Background: an optimization exercise with open tools, aiming at small area, a short achievable clock period and few clock cycles. Do not read the settings as production practice.
Only simulation tests tie the RTL to the original design; equivalence was not proved.
No activity file was given, so power comes from the tool's default toggle rates.

===== flow/config.mk =====
export PLATFORM = sky130hd
export DESIGN_NAME = rv32im_core
export DESIGN_NICKNAME = rv32im_core
export VERILOG_FILES = /design/flow/design.v
export SDC_FILE = /design/flow/constraint.sdc
export NUM_CORES = 4
export LEC_CHECK = 0
export CAP_MARGIN = 25
export CORE_MARGIN = 2
export CORE_UTILIZATION = 50
export PLACE_DENSITY = 0.6
export SETUP_SLACK_MARGIN = 4
export SLEW_MARGIN = 20

===== flow/design.v =====
module csa64 (
    input  [63:0] x,
    input  [63:0] y,
    input  [63:0] z,
    output [63:0] s,
    output [63:0] c
);
    assign s = x ^ y ^ z;
    assign c = {(x[62:0] & y[62:0]) | (x[62:0] & z[62:0]) | (y[62:0] & z[62:0]), 1'b0};
endmodule
module rv32_muldiv_unit (
    input         clk,
    input         rst,
    input         valid,      
    input  [2:0]  op,         
    input         a_sgn,      
    input         b_sgn,      
    input  [31:0] a,
    input  [31:0] b,
    output        done,       
    output [31:0] result,     
    output [63:0] mul_s,      
    output [63:0] mul_c       
);
    wire [34:0] ma = {{3{a_sgn & a[31]}}, a};           
    wire [34:0] y  = {{2{b_sgn & b[31]}}, b, 1'b0};     
    wire [63:0] row [0:17];
    wire [16:0] negs;
    genvar gi;
    generate
        for (gi = 0; gi < 17; gi = gi + 1) begin : g_pp
            wire y2 = y[2*gi+2];
            wire y1 = y[2*gi+1];
            wire y0 = y[2*gi];
            wire one = y1 ^ y0;
            wire two = (y2 & ~y1 & ~y0) | (~y2 & y1 & y0);
            wire neg = y2 & ~(y1 & y0);
            wire [34:0] x = ({35{one}} & ma) | ({35{two}} & {ma[33:0], 1'b0});
            wire [34:0] r = x ^ {35{neg}};
            wire [34:0] rr = {~r[34], r[33:0]};
            assign negs[gi] = neg;
            if (gi == 0) begin : g0
                assign row[gi] = {29'd0, rr};
            end else if (2*gi + 35 <= 64) begin : gm
                assign row[gi] = {{(64-35-2*gi){1'b0}}, rr, {(2*gi){1'b0}}};
            end else begin : gh
                assign row[gi] = {rr[63-2*gi:0], {(2*gi){1'b0}}};
            end
        end
    endgenerate
    wire [63:0] negrow;
    generate
        for (gi = 0; gi < 64; gi = gi + 1) begin : g_neg
            if (gi < 34 && (gi % 2) == 0) begin : gn
                assign negrow[gi] = negs[gi/2];
            end else begin : gz
                assign negrow[gi] = 1'b0;
            end
        end
    endgenerate
    assign row[17] = 64'haaaaaaac00000000 | negrow;
    wire [63:0] l1 [0:11];
    wire [63:0] l2 [0:7];
    wire [63:0] l3 [0:5];
    wire [63:0] l4 [0:3];
    wire [63:0] l5 [0:2];
    wire [63:0] l6 [0:1];
    generate
        for (gi = 0; gi < 6; gi = gi + 1) begin : g_l1
            csa64 u (.x(row[3*gi]), .y(row[3*gi+1]), .z(row[3*gi+2]), .s(l1[2*gi]), .c(l1[2*gi+1]));
        end
        for (gi = 0; gi < 4; gi = gi + 1) begin : g_l2
            csa64 u (.x(l1[3*gi]), .y(l1[3*gi+1]), .z(l1[3*gi+2]), .s(l2[2*gi]), .c(l2[2*gi+1]));
        end
        for (gi = 0; gi < 2; gi = gi + 1) begin : g_l3
            csa64 u (.x(l2[3*gi]), .y(l2[3*gi+1]), .z(l2[3*gi+2]), .s(l3[2*gi]), .c(l3[2*gi+1]));
        end
    endgenerate
    assign l3[4] = l2[6];
    assign l3[5] = l2[7];
    generate
        for (gi = 0; gi < 2; gi = gi + 1) begin : g_l4
            csa64 u (.x(l3[3*gi]), .y(l3[3*gi+1]), .z(l3[3*gi+2]), .s(l4[2*gi]), .c(l4[2*gi+1]));
        end
    endgenerate
    csa64 u_l5 (.x(l4[0]), .y(l4[1]), .z(l4[2]), .s(l5[0]), .c(l5[1]));
    assign l5[2] = l4[3];
    csa64 u_l6 (.x(l5[0]), .y(l5[1]), .z(l5[2]), .s(l6[0]), .c(l6[1]));
    reg  [63:0] ms, mc;
    always @(posedge clk) begin
        ms <= l6[0];
        mc <= l6[1];
    end
    assign mul_s = ms;
    assign mul_c = mc;
    localparam [1:0] D_START = 2'd0, D_NORM = 2'd1, D_ITER = 2'd2;
    reg  [1:0]  dst;
    reg  [31:0] dr, dq, db;
    reg  [4:0]  dcnt;
    reg         qneg, rneg;
    wire        dsigned = ~op[0];
    wire        an = dsigned & a[31];
    wire        bn = dsigned & b[31];
    wire [31:0] ua = (a ^ {32{an}}) + {31'd0, an};
    wire [31:0] ub = (b ^ {32{bn}}) + {31'd0, bn};
    function [5:0] clz32(input [31:0] x);
        integer i;
        reg found;
        begin
            clz32 = 6'd32;
            found = 1'b0;
            for (i = 31; i >= 0; i = i - 1) begin
                if (!found && x[i]) begin
                    clz32 = 6'd31 - i[5:0];
                    found = 1'b1;
                end
            end
        end
    endfunction
    wire [5:0]  clz_r = clz32(dr);
    wire [5:0]  clz_b = clz32(db);
    wire [5:0]  dshift = clz_b - clz_r;
    wire        b_zero = (db == 32'd0);
    wire        r_small = (clz_b < clz_r);
    wire [32:0] ddiff = {1'b0, dr} - {1'b0, db};
    wire        dge = ~ddiff[32];
    wire        early   = (dst == D_NORM) & (b_zero | r_small);
    wire        last_it = (dst == D_ITER) & (dcnt == 5'd0);
    wire [31:0] q_fin = early ? {32{b_zero}} : {dq[30:0], dge};
    wire [31:0] r_fin = (last_it & dge) ? ddiff[31:0] : dr;
    wire [31:0] q_fix = (q_fin ^ {32{qneg}}) + {31'd0, qneg};
    wire [31:0] r_fix = (r_fin ^ {32{rneg}}) + {31'd0, rneg};
    wire div_done = valid & op[2] & (early | last_it);
    wire [31:0] div_res = op[1] ? r_fix : q_fix;
    always @(posedge clk) begin
        if (rst) begin
            dst <= D_START;
        end else if (valid & op[2]) begin
            case (dst)
                D_START: dst <= D_NORM;
                D_NORM:  dst <= (b_zero | r_small) ? D_START : D_ITER;
                default: if (dcnt == 5'd0) dst <= D_START;
            endcase
        end
    end
    always @(posedge clk) begin
        case (dst)
            D_START: begin
                dr   <= ua;
                db   <= ub;
                qneg <= dsigned & (a[31] ^ b[31]) & (b != 32'd0);
                rneg <= an;
            end
            D_NORM: begin
                dq   <= 32'd0;
                db   <= db << dshift[4:0];
                dcnt <= dshift[4:0];
            end
            default: begin
                if (dge) dr <= ddiff[31:0];
                dq   <= {dq[30:0], dge};
                db   <= {1'b0, db[31:1]};
                dcnt <= dcnt - 5'd1;
            end
        endcase
    end
    assign done   = div_done;
    assign result = div_res;
endmodule
module rv32im_core (
    input         clk,
    input         rst,
    output        imem_en,
    output [7:0]  imem_addr,
    input  [31:0] imem_rdata,
    output        dmem_en,
    output        dmem_we,
    output [3:0]  dmem_wmask,
    output [7:0]  dmem_addr,
    output [31:0] dmem_wdata,
    input  [31:0] dmem_rdata,
    output        ebreak_pulse,
    output        ecall_pulse
);
    reg  [31:0] pc_f;
    reg         f2_valid, f2_bp;
    reg  [31:0] pc_f2;
    reg         d_valid, d_bp;
    reg  [31:0] pc_d;
    reg  [31:0] ir_q;
    reg  [31:1] rs1_oh, rs2_oh;   
    reg  [31:0] e_pc, e_a, e_b, e_imm;
    reg  [4:0]  e_rd;
    reg         e_wen;
    reg  [2:0]  e_f3;           
    reg         e_sub, e_sra, e_use_imm, e_pred;
    reg  [1:0]  e_rsel;         
    reg         e_branch, e_jalr, e_load, e_store, e_md, e_ecall, e_ebreak;
    reg         e_a_sgn, e_b_sgn;
    reg  [1:0]  e_msize;
    reg         e_muns;
    reg  [31:0] m_res, m_sdata;
    reg  [4:0]  m_rd;
    reg         m_wen, m_load, m_store, m_ecall, m_ebreak, m_mul, m_mulhi;
    reg  [1:0]  m_msize;
    reg         m_muns;
    reg  [31:0] w_res;
    reg  [4:0]  w_rd;
    reg         w_wen, w_load;
    reg  [1:0]  w_msize;
    reg         w_muns;
    reg  [31:0] x_data;
    reg  [4:0]  x_rd;
    reg         x_wen;
    reg  [31:0] rf [1:31];
    reg  [31:1] rf_valid;
    always @(posedge clk) begin
        if (x_wen) rf[x_rd] <= x_data;
    end
    always @(posedge clk) begin
        if (rst)        rf_valid <= 31'd0;
        else if (x_wen) rf_valid[x_rd] <= 1'b1;
    end
    wire [1:0]  w_off = w_res[1:0];
    wire [7:0]  w_byte = w_off[1] ? (w_off[0] ? dmem_rdata[31:24] : dmem_rdata[23:16])
                                  : (w_off[0] ? dmem_rdata[15:8]  : dmem_rdata[7:0]);
    wire [15:0] w_half = w_off[1] ? dmem_rdata[31:16] : dmem_rdata[15:0];
    wire [31:0] w_ldata = (w_msize == 2'd0) ? {{24{~w_muns & w_byte[7]}}, w_byte} :
                          (w_msize == 2'd1) ? {{16{~w_muns & w_half[15]}}, w_half} :
                                              dmem_rdata;
    wire [31:0] w_val = w_load ? w_ldata : w_res;
    wire [31:0] inst = ir_q;
    wire [6:0]  opc  = inst[6:0];
    wire [2:0]  f3   = inst[14:12];
    wire [4:0]  rs1  = inst[19:15];
    wire [4:0]  rs2  = inst[24:20];
    wire [4:0]  rd   = inst[11:7];
    wire op_lui    = (opc == 7'b0110111);
    wire op_auipc  = (opc == 7'b0010111);
    wire op_jal    = (opc == 7'b1101111);
    wire op_jalr   = (opc == 7'b1100111);
    wire op_branch = (opc == 7'b1100011);
    wire op_load   = (opc == 7'b0000011);
    wire op_store  = (opc == 7'b0100011);
    wire op_imm    = (opc == 7'b0010011);
    wire op_reg    = (opc == 7'b0110011);
    wire op_system = (opc == 7'b1110011);
    wire is_md     = op_reg & (inst[31:25] == 7'b0000001);
    wire d_wen    = (op_lui | op_auipc | op_jal | op_jalr | op_load | op_imm | op_reg) & (rd != 5'd0);
    wire uses_rs1 = ~(op_lui | op_auipc | op_jal);
    wire uses_rs2 = op_reg | op_store | op_branch;
    wire [31:0] imm_i = {{21{inst[31]}}, inst[30:20]};
    wire [31:0] imm_s = {{21{inst[31]}}, inst[30:25], inst[11:7]};
    wire [31:0] imm_b = {{20{inst[31]}}, inst[7], inst[30:25], inst[11:8], 1'b0};
    wire [31:0] imm_u = {inst[31:12], 12'b0};
    wire [31:0] imm_j = {{12{inst[31]}}, inst[19:12], inst[20], inst[30:21], 1'b0};
    wire [31:0] d_imm = op_store ? imm_s :
                        op_branch ? imm_b :
                        (op_lui | op_auipc) ? imm_u :
                        op_jal ? imm_j : imm_i;
    wire [2:0] d_f3 = (op_reg | op_imm | op_branch) ? f3 : 3'b000;
    wire       d_sub = (op_reg & (f3 == 3'b000) & inst[30]) |
                       ((op_reg | op_imm) & (f3[2:1] == 2'b01)) | op_branch;
    wire       d_sra = inst[30];
    wire       d_use_imm = ~(op_reg | op_branch);
    wire [1:0] d_rsel = op_lui ? 2'd1 : op_auipc ? 2'd2 : (op_jal | op_jalr) ? 2'd3 : 2'd0;
    wire        d_pred   = op_jal | (op_branch & inst[31]);
    wire [31:0] d_target = pc_d + (op_jal ? imm_j : imm_b);
    wire        bp_ok    = d_pred & (pc_f2 == d_target);
    wire [31:0] d_rtarget = d_pred ? d_target : pc_d + 32'd4;
    wire [31:0] e_res;         
    wire        e_stall;       
    wire        redirect_e;
    wire [31:0] target_e;
    wire [31:0] md_result;
    wire [31:0] m_val;         
    reg  [31:0] rf1, rf2;
    integer ri;
    always @(*) begin
        rf1 = 32'd0;
        rf2 = 32'd0;
        for (ri = 1; ri < 32; ri = ri + 1) begin
            rf1 = rf1 | (rf[ri] & {32{rs1_oh[ri] & rf_valid[ri]}});
            rf2 = rf2 | (rf[ri] & {32{rs2_oh[ri] & rf_valid[ri]}});
        end
    end
    wire fe1 = e_wen & (e_rd == rs1);
    wire fm1 = m_wen & (m_rd == rs1);
    wire fw1 = w_wen & (w_rd == rs1);
    wire fx1 = x_wen & (x_rd == rs1);
    wire fe2 = e_wen & (e_rd == rs2);
    wire fm2 = m_wen & (m_rd == rs2);
    wire fw2 = w_wen & (w_rd == rs2);
    wire fx2 = x_wen & (x_rd == rs2);
    wire [31:0] d_a = fe1 ? e_res : fm1 ? m_val : fw1 ? w_val : fx1 ? x_data : rf1;
    wire [31:0] d_b = fe2 ? e_res : fm2 ? m_val : fw2 ? w_val : fx2 ? x_data : rf2;
    wire e_late = e_load | e_md;
    wire hz = d_valid & (
              (e_late & e_wen & ((uses_rs1 & (e_rd == rs1)) | (uses_rs2 & (e_rd == rs2)))) |
              (m_load & m_wen & ((uses_rs1 & (m_rd == rs1)) | (uses_rs2 & (m_rd == rs2)))));
    wire d_stall = e_stall | hz;
    wire skip;
    wire redirect_d = d_valid & ~skip & (d_bp ? ~bp_ok : d_pred);
    reg  [3:0]  bt_v;
    reg  [7:0]  bt_tag [0:3];
    reg  [7:0]  bt_tgt [0:3];
    reg  [1:0]  bt_ptr;
    wire [3:0]  bt_hit_i;
    reg  [7:0]  bt_sel;
    integer bi;
    genvar gb;
    generate
        for (gb = 0; gb < 4; gb = gb + 1) begin : g_bt
            assign bt_hit_i[gb] = bt_v[gb] & (bt_tag[gb] == pc_f[9:2]);
        end
    endgenerate
    always @(*) begin
        bt_sel = 8'd0;
        for (bi = 0; bi < 4; bi = bi + 1)
            bt_sel = bt_sel | (bt_tgt[bi] & {8{bt_hit_i[bi]}});
    end
    wire bt_hit = |bt_hit_i;
    wire bt_alloc = d_valid & ~d_bp & d_pred & ~d_stall & ~redirect_e & ~skip;
    always @(posedge clk) begin
        if (rst) begin
            bt_v   <= 4'd0;
            bt_ptr <= 2'd0;
        end else if (bt_alloc) begin
            bt_v[bt_ptr] <= 1'b1;
            bt_ptr       <= bt_ptr + 2'd1;
        end
    end
    always @(posedge clk) begin
        if (bt_alloc) begin
            bt_tag[bt_ptr] <= pc_d[9:2];
            bt_tgt[bt_ptr] <= d_target[9:2];
        end
    end
    assign imem_en   = ~d_stall;
    assign imem_addr = pc_f[9:2];
    always @(posedge clk) begin
        if (rst) begin
            pc_f     <= 32'd0;
            f2_valid <= 1'b0;
            d_valid  <= 1'b0;
        end else if (redirect_e) begin
            pc_f     <= target_e;
            f2_valid <= 1'b0;
            d_valid  <= 1'b0;
        end else if (!d_stall) begin
            pc_f     <= redirect_d ? d_rtarget :
                        bt_hit ? {pc_f[31:10], bt_sel, 2'b00} : pc_f + 32'd4;
            f2_valid <= ~redirect_d;
            d_valid  <= f2_valid & ~redirect_d & ~skip2;
        end
    end
    always @(posedge clk) begin
        if (!d_stall) begin
            pc_f2 <= pc_f;
            pc_d  <= pc_f2;
            ir_q  <= imem_rdata;
            for (ri = 1; ri < 32; ri = ri + 1) begin
                rs1_oh[ri] <= (imem_rdata[19:15] == ri);
                rs2_oh[ri] <= (imem_rdata[24:20] == ri);
            end
            f2_bp <= bt_hit;
            d_bp  <= f2_bp;
        end
    end
    wire d_go = d_valid & ~hz & ~redirect_e & ~skip;
    always @(posedge clk) begin
        if (rst) begin
            e_wen <= 1'b0; e_branch <= 1'b0; e_jalr <= 1'b0;
            e_load <= 1'b0; e_store <= 1'b0; e_md <= 1'b0; e_ecall <= 1'b0; e_ebreak <= 1'b0;
        end else if (!e_stall) begin
            e_wen    <= d_go & d_wen;
            e_branch <= d_go & op_branch;
            e_jalr   <= d_go & op_jalr;
            e_load   <= d_go & op_load;
            e_store  <= d_go & op_store;
            e_md     <= d_go & is_md;
            e_ecall  <= d_go & op_system & (f3 == 3'b000) & (inst[31:20] == 12'h000);
            e_ebreak <= d_go & op_system & (f3 == 3'b000) & (inst[31:20] == 12'h001);
        end
    end
    always @(posedge clk) begin
        if (!e_stall) begin
            e_a     <= d_a;
            e_b     <= d_b;
            e_rd    <= rd;
            e_f3    <= d_f3;
            e_a_sgn <= (f3[1:0] == 2'b01) | (f3[1:0] == 2'b10);
            e_b_sgn <= (f3[1:0] == 2'b01);
        end
    end
    always @(posedge clk) begin
        e_pc      <= pc_d;
        e_imm     <= d_imm;
        e_sub     <= d_sub;
        e_sra     <= d_sra;
        e_use_imm <= d_use_imm;
        e_rsel    <= d_rsel;
        e_pred    <= d_pred;
        e_msize   <= f3[1:0];
        e_muns    <= f3[2];
    end
    wire [31:0] opb   = e_use_imm ? e_imm : e_b;
    wire [32:0] sum33 = {1'b0, e_a} + {1'b0, opb ^ {32{e_sub}}} + {32'd0, e_sub};
    wire [31:0] sum   = sum33[31:0];
    wire        ltu   = ~sum33[32];
    wire        lt    = (e_a[31] ^ opb[31]) ? e_a[31] : sum[31];
    wire        eq    = (e_a == e_b);
    wire [4:0]  shamt = opb[4:0];
    wire        shl   = (e_f3 == 3'b001);
    reg  [31:0] sh_in_rev, sh_out_rev;
    integer k;
    always @(*) begin
        for (k = 0; k < 32; k = k + 1) sh_in_rev[k] = e_a[31 - k];
    end
    wire [31:0] sh_in  = shl ? sh_in_rev : e_a;
    wire [32:0] sh_r33 = $signed({e_sra & ~shl & e_a[31], sh_in}) >>> shamt;
    wire [31:0] sh_r   = sh_r33[31:0];
    always @(*) begin
        for (k = 0; k < 32; k = k + 1) sh_out_rev[k] = sh_r[31 - k];
    end
    wire [31:0] sh_res = shl ? sh_out_rev : sh_r;
    reg [31:0] alu;
    always @(*) begin
        case (e_f3)
            3'b000: alu = sum;
            3'b001: alu = sh_res;
            3'b010: alu = {31'd0, lt};
            3'b011: alu = {31'd0, ltu};
            3'b100: alu = e_a ^ opb;
            3'b101: alu = sh_res;
            3'b110: alu = e_a | opb;
            default: alu = e_a & opb;
        endcase
    end
    wire [31:0] pc_imm = e_pc + e_imm;
    wire [31:0] pc_4   = e_pc + 32'd4;
    assign e_res = (e_rsel == 2'd0) ? alu :
                   (e_rsel == 2'd1) ? e_imm :
                   (e_rsel == 2'd2) ? pc_imm : pc_4;
    reg cond;
    always @(*) begin
        case (e_f3)
            3'b000: cond = eq;
            3'b001: cond = ~eq;
            3'b100: cond = lt;
            3'b101: cond = ~lt;
            3'b110: cond = ltu;
            3'b111: cond = ~ltu;
            default: cond = 1'b0;
        endcase
    end
    wire skip_ok = e_branch & ~e_pred & cond & d_valid & ~d_bp & ~hz;
    wire skip1   = skip_ok & (e_imm == 32'd8);
    wire skip2   = skip_ok & (e_imm == 32'd12) & f2_valid & ~f2_bp;
    assign skip  = skip1 | skip2;
    assign redirect_e = (e_branch & (cond ^ e_pred) & ~skip) | e_jalr;
    assign target_e   = e_jalr ? {sum[31:1], 1'b0} : cond ? pc_imm : pc_4;
    wire md_done;
    wire [63:0] mul_s, mul_c;
    rv32_muldiv_unit u_md (
        .clk   (clk),
        .rst   (rst),
        .valid (e_md),
        .op    (e_f3),
        .a_sgn (e_a_sgn),
        .b_sgn (e_b_sgn),
        .a     (e_a),
        .b     (e_b),
        .done  (md_done),
        .result(md_result),
        .mul_s (mul_s),
        .mul_c (mul_c)
    );
    assign e_stall = e_md & e_f3[2] & ~md_done;
    always @(posedge clk) begin
        if (rst || e_stall) begin
            m_wen <= 1'b0; m_load <= 1'b0; m_store <= 1'b0; m_ecall <= 1'b0; m_ebreak <= 1'b0;
            m_mul <= 1'b0;
        end else begin
            m_mul    <= e_md & ~e_f3[2];
            m_wen    <= e_wen;
            m_load   <= e_load;
            m_store  <= e_store;
            m_ecall  <= e_ecall;
            m_ebreak <= e_ebreak;
        end
    end
    always @(posedge clk) begin
        m_res   <= e_md ? md_result : e_res;
        m_mulhi <= (e_f3[1:0] != 2'b00);
        m_sdata <= e_b;
        m_rd    <= e_rd;
        m_msize <= e_msize;
        m_muns  <= e_muns;
    end
    assign dmem_en    = m_load | m_store;
    assign dmem_we    = m_store;
    assign dmem_addr  = m_res[9:2];
    assign dmem_wdata = (m_msize == 2'd0) ? {4{m_sdata[7:0]}} :
                        (m_msize == 2'd1) ? {2{m_sdata[15:0]}} : m_sdata;
    assign dmem_wmask = (m_msize == 2'd0) ? (4'b0001 << m_res[1:0]) :
                        (m_msize == 2'd1) ? (m_res[1] ? 4'b1100 : 4'b0011) : 4'b1111;
    wire [63:0] m_prod = mul_s + mul_c;
    assign m_val = m_mul ? (m_mulhi ? m_prod[63:32] : m_prod[31:0]) : m_res;
    assign ebreak_pulse = m_ebreak;
    assign ecall_pulse  = m_ecall;
    always @(posedge clk) begin
        if (rst) begin
            w_wen  <= 1'b0;
            w_load <= 1'b0;
            x_wen  <= 1'b0;
        end else begin
            w_wen  <= m_wen;
            w_load <= m_load;
            x_wen  <= w_wen;
        end
    end
    always @(posedge clk) begin
        w_res   <= m_val;
        w_rd    <= m_rd;
        w_msize <= m_msize;
        w_muns  <= m_muns;
        x_data  <= w_val;
        x_rd    <= w_rd;
    end
endmodule

===== flow/constraint.sdc =====
create_clock -name core_clock -period 11.0 [get_ports {clk}]
set_input_delay 2.2000 -clock core_clock [delete_from_list [all_inputs] [get_ports {clk}]]
set_output_delay 2.2000 -clock core_clock [all_outputs]
set_load 0.01 [all_outputs]

===== flow/run.sh =====
#!/bin/bash
# synth_recipe.tcl (not shown) runs the flow's synth.tcl, then flattens the netlist and writes it again
# the make line also repeats each setting of config.mk as NAME=value (left out here)
make -C /OpenROAD-flow-scripts/flow DESIGN_CONFIG=/design/flow/config.mk WORK_HOME=/design/flow/orfs CLKGATE_MAP_FILE= SYNTH_SCRIPT=/design/flow/synth_recipe.tcl finish

==> notes.md <==
Place WS=2.89 ns; clock network power share=45.5%; Power Internal=12.0 mW; routed vias=112218; final hold vios=0; Worst path max stage delay=0.43 ns; Core Region=246000 µm²; Die Y=about 500 µm; Synthesis Warnings=2; antenna viol nets, final=0; crit share post-route=63.9%; TritonCTS buffer count=199; M3 GR Usage=16.7%; Worst path most repeated cell=a21o_1; # nets final=12960; Slew @ Worst Pin=around 1.3 ns; Die Wd=about 500 µm; Avg Synthesized Cell Area=just over 10 µm²; Initial DRC Count=between 20000 and 25000; WL final=600 mm; most used routing layer=met2; via count of the first global-routing pass=106871; Max Slew Vio Count=0; WP data required=8.80 ns; RePlAce Congestion=about 1.1; largest fanout on the critical path=3; normalized max-slew margin=16.5%; die area=252000 µm²; CP delay by family, top=simple AND/OR/NAND/NOR gates; antenna violations before repair=35; Setup CP Type=reg -> out; met2 Usage GRT=66.0%; port bufs=122; share of cells above drive strength 1=9.22%; sequential area share after synthesis=40.5%; final worst slack=around 4.0 ns; CP Capture Type=primary output; Fillers=21488; Initial Utilization=50.4%; Fin Clk Skew=approximately 0.13 ns; Flop pwr share=48.5%; power per cell area=117 nW/µm²; Rows=between 150 and 200; status=complete, no violations; synthesized instance count=~12000; Synth cell types=110; htree depth=4; Worst Path Arrival=around 4.8 ns; Leak=50.7 nW; combinational power share=under 10%; first-pass GRT wire length=827 mm; Clock Sinks=between 1500 and 2000; Worst-Skew Late Latency=a little under 1 ns; GRT Total Usage=46.4%; Post-synth EDFFs=about 1400; CTS Root Cell=clkbuf_16; Sw Share=25.2%; Tmin final=~7 ns; hold-fix buffer count after cts=0; Placed Instances=roughly 15000; Total Power=16.0 mW; Setup-failing EPs final=0; I/O pin count=around 120; NetSw=4.03 mW; Net Count, Synth=13239; Yosys reg bits=1828; TritonRoute pass-1 iters=14; Peak VDD IR=0.000163 V; count of maximum capacitance violations=0; Max Freq=0.142 GHz; fin cells=approximately 15000; setup TNS=0 ns; DRC violation count after routing=0; met1 usage=57.9%; Min-Delay Path Class=reg -> reg; Area growth, synth to finish=10.2%; setup repair after global routing missed its margin=yes; Setup crit start kind=register; largest net degree at the start of global routing=slightly below 80; HPWL Detailed=387 mm; clk slew on worst S/H paths=0.06 ns; Synth async-reset ratio=0%; clock tree buffer depth=3; drt wl/cell=about 39 µm; Worst Path Buf+Inv=5; Synth Flop Type=edfxtp_1; global route overflow=0; slowest stage cell, crit path=edfxtp_1; CTS tree=done; worst path cell trace=nor4_4 -> nand3_2 -> nor4_4 -> nand3_2 -> nor2_4 -> o211ai_1 -> o211ai_1 -> ha_2 -> inv_2 -> fa_2 -> a21o_1 -> a21oi_4 -> o21bai_4 -> a21o_1 -> a21o_1 -> and3_4 -> clkinv_8 -> nand2_8 -> clkinvlp_4 -> buf_12 -> buf_6; Via density=between 7 and 8; synthesized cell area=124000 µm²
-- power by group through the flow --
stage / Clock (mW) / Sequential, mW / Combinational (mW)
2_1_floorplan: 0 / 7.76 / 0.528
3_3_place_gp: 0 / 7.91 / 0.871
3_5_place_dp: 0 / 7.91 / 0.875
4_1_cts: 7.27 / 7.77 / 0.885
5_1_grt: 7.54 / 7.75 / 1.00
6_report: 7.28 / 7.76 / 0.968
-- logic make-up after synthesis --
kind of cell | share of synthesized area (%)
xor+xnor | 7.68
simple gates | 10.6
buf+inv | 5.44
fa+ha+maj | 12.4
flops | 40.5
mux | 3.35
compound gates | 20.1
-- placed cells by master, fill, tap and decap left out, drive strengths merged, types with 143 or more instances in the layout --
cell type and count:
and2 143, mux2i 239, edfxtp 1360, nor2 669, buf 413, o211ai 143
xnor2 674, clkbuf 260, dfxtp 468, nand3 302, inv 747, nor3 257
a22oi 1000, xor2 396, nand4 220, fa 484, a21oi 574, nand2 685
a22o 224, ha 456, a221oi 246, o21ai 603
-- worst paths after layout --
path / depth (start not counted) / slack [ns] / startpoint / end
min reg2reg: 0 / 0.33 / e_muns / m_muns
max: 21 / 3.97 / u_md.dr[25] / imem_en
min: 0 / 0.33 / e_muns / m_muns
max reg2reg: 23 / 4.27 / ir_q[4] / pc_f[29]
-- per-stage QoR --
stage                     utilization, %  area (µm²)  hold slack [ns]
after floorplan                        -      124000            0.310
after global placement              52.3      129000            0.311
after detailed placement            52.3      129000            0.313
after CTS                           55.3      136000            0.326
after global routing                55.5      137000            0.335
final                               55.5      137000            0.327
-- Yosys cell counts, types with 43 or more instances --
master / n / area share (%)
ha_1: 456 / 4.6
a211oi_1: 84 / 0.51
nand2_1: 685 / 2.1
and2_1: 141 / 0.71
a21oi_1: 569 / 2.3
clkbuf_1: 813 / 2.5
nand2b_1: 68 / 0.34
fa_1: 484 / 7.8
xor2_1: 396 / 2.8
inv_1: 733 / 2.2
nor4_1: 54 / 0.27
and3_1: 72 / 0.36
nor3_1: 256 / 1.0
nor2b_1: 85 / 0.43
xnor2_1: 674 / 4.8
a222oi_1: 67 / 0.54
o211ai_1: 142 / 0.86
mux2_2: 62 / 0.56
buf_1: 145 / 0.44
nor2_1: 669 / 2.0
mux4_2: 47 / 0.85
o21a_1: 51 / 0.31
a21o_1: 126 / 0.76
o22ai_1: 68 / 0.34
mux2i_1: 238 / 1.9
nand4_1: 219 / 1.1
edfxtp_1: 1360 / 33
a221oi_1: 245 / 1.7
a22oi_1: 1000 / 6.1
o21ai_0: 574 / 2.3
dfxtp_1: 468 / 7.6
a31oi_1: 59 / 0.30
o31ai_1: 43 / 0.26
nand3_1: 302 / 1.2
a22o_1: 224 / 1.6
-- timing repair --
item                       CTS  global route
gates resized for setup     30            19
buffers inserted            21            12
setup endpoints to repair   74            99
hold endpoints to repair     0             0
gates cloned                 1             0
pin swaps                   21            17
-- per-layer routing --
metal	up-vias	share of wire [%]
met5	-	0.025
met4	20	9.2
met3	2743	15
met2	10149	41
met1	54540	35
li1	44766	-
-- registers in the layout, indices dropped and copies added, names as in the netlist, 32 cells and up --
signal   count
u_md.dr     32
m_res       32
e_b         32
bt_tag      32
m_sdata     32
bt_tgt      32
x_data      32
u_md.mc     59
e_pc        32
pc_d        32
w_res       32
ir_q        32
u_md.ms     64
rf         992
pc_f2       32
e_a         32
e_imm       32
pc_f        32
u_md.db     32
-- final cells by class --
cell class	count	area, µm²	area share (%)
tap	3312	4140	3.03
timing repair buffer	535	4490	3.29
sequential	1828	50200	36.7
inverter	744	2810	2.05
multi-input combinational	8646	67900	49.7
clock inverter	119	1630	1.19
antenna	29	72.6	0.0531
clock buffer	259	5450	3.98
Testbench counts, summed over its fixed seeds: cycles 149,493.

==> afterwards: timing with drivers on the ports <==
In the flow no input, the clock included, has a driving cell. The finished layout below was timed again as built, in two steps.
Step 1 (the two cells are an assumption about what drives the block):
set clk [get_ports {clk}]
set_driving_cell -lib_cell sky130_fd_sc_hd__clkbuf_16 $clk
set_driving_cell -lib_cell sky130_fd_sc_hd__buf_2 [delete_from_list [all_inputs] $clk]
Step 2 times the ports against the registers' clock, not the clock port: input delays grow and output delays shrink by t, the midpoint of the rising clock arrivals with the driver on.
a / b / c = ideal ports / drivers / drivers and shift; a / b = the first two.
shift t [ns]: 1.017
setup slack, ns: 3.967 / 3.858 / 4.273
worst data-port slew with drivers (ns): 0.05
pins driven straight from the clock port: 1
After both steps this run still meets setup and hold. For this run, drivers alone change the setup slack by -0.109 ns; drivers and shift together by +0.306 ns.
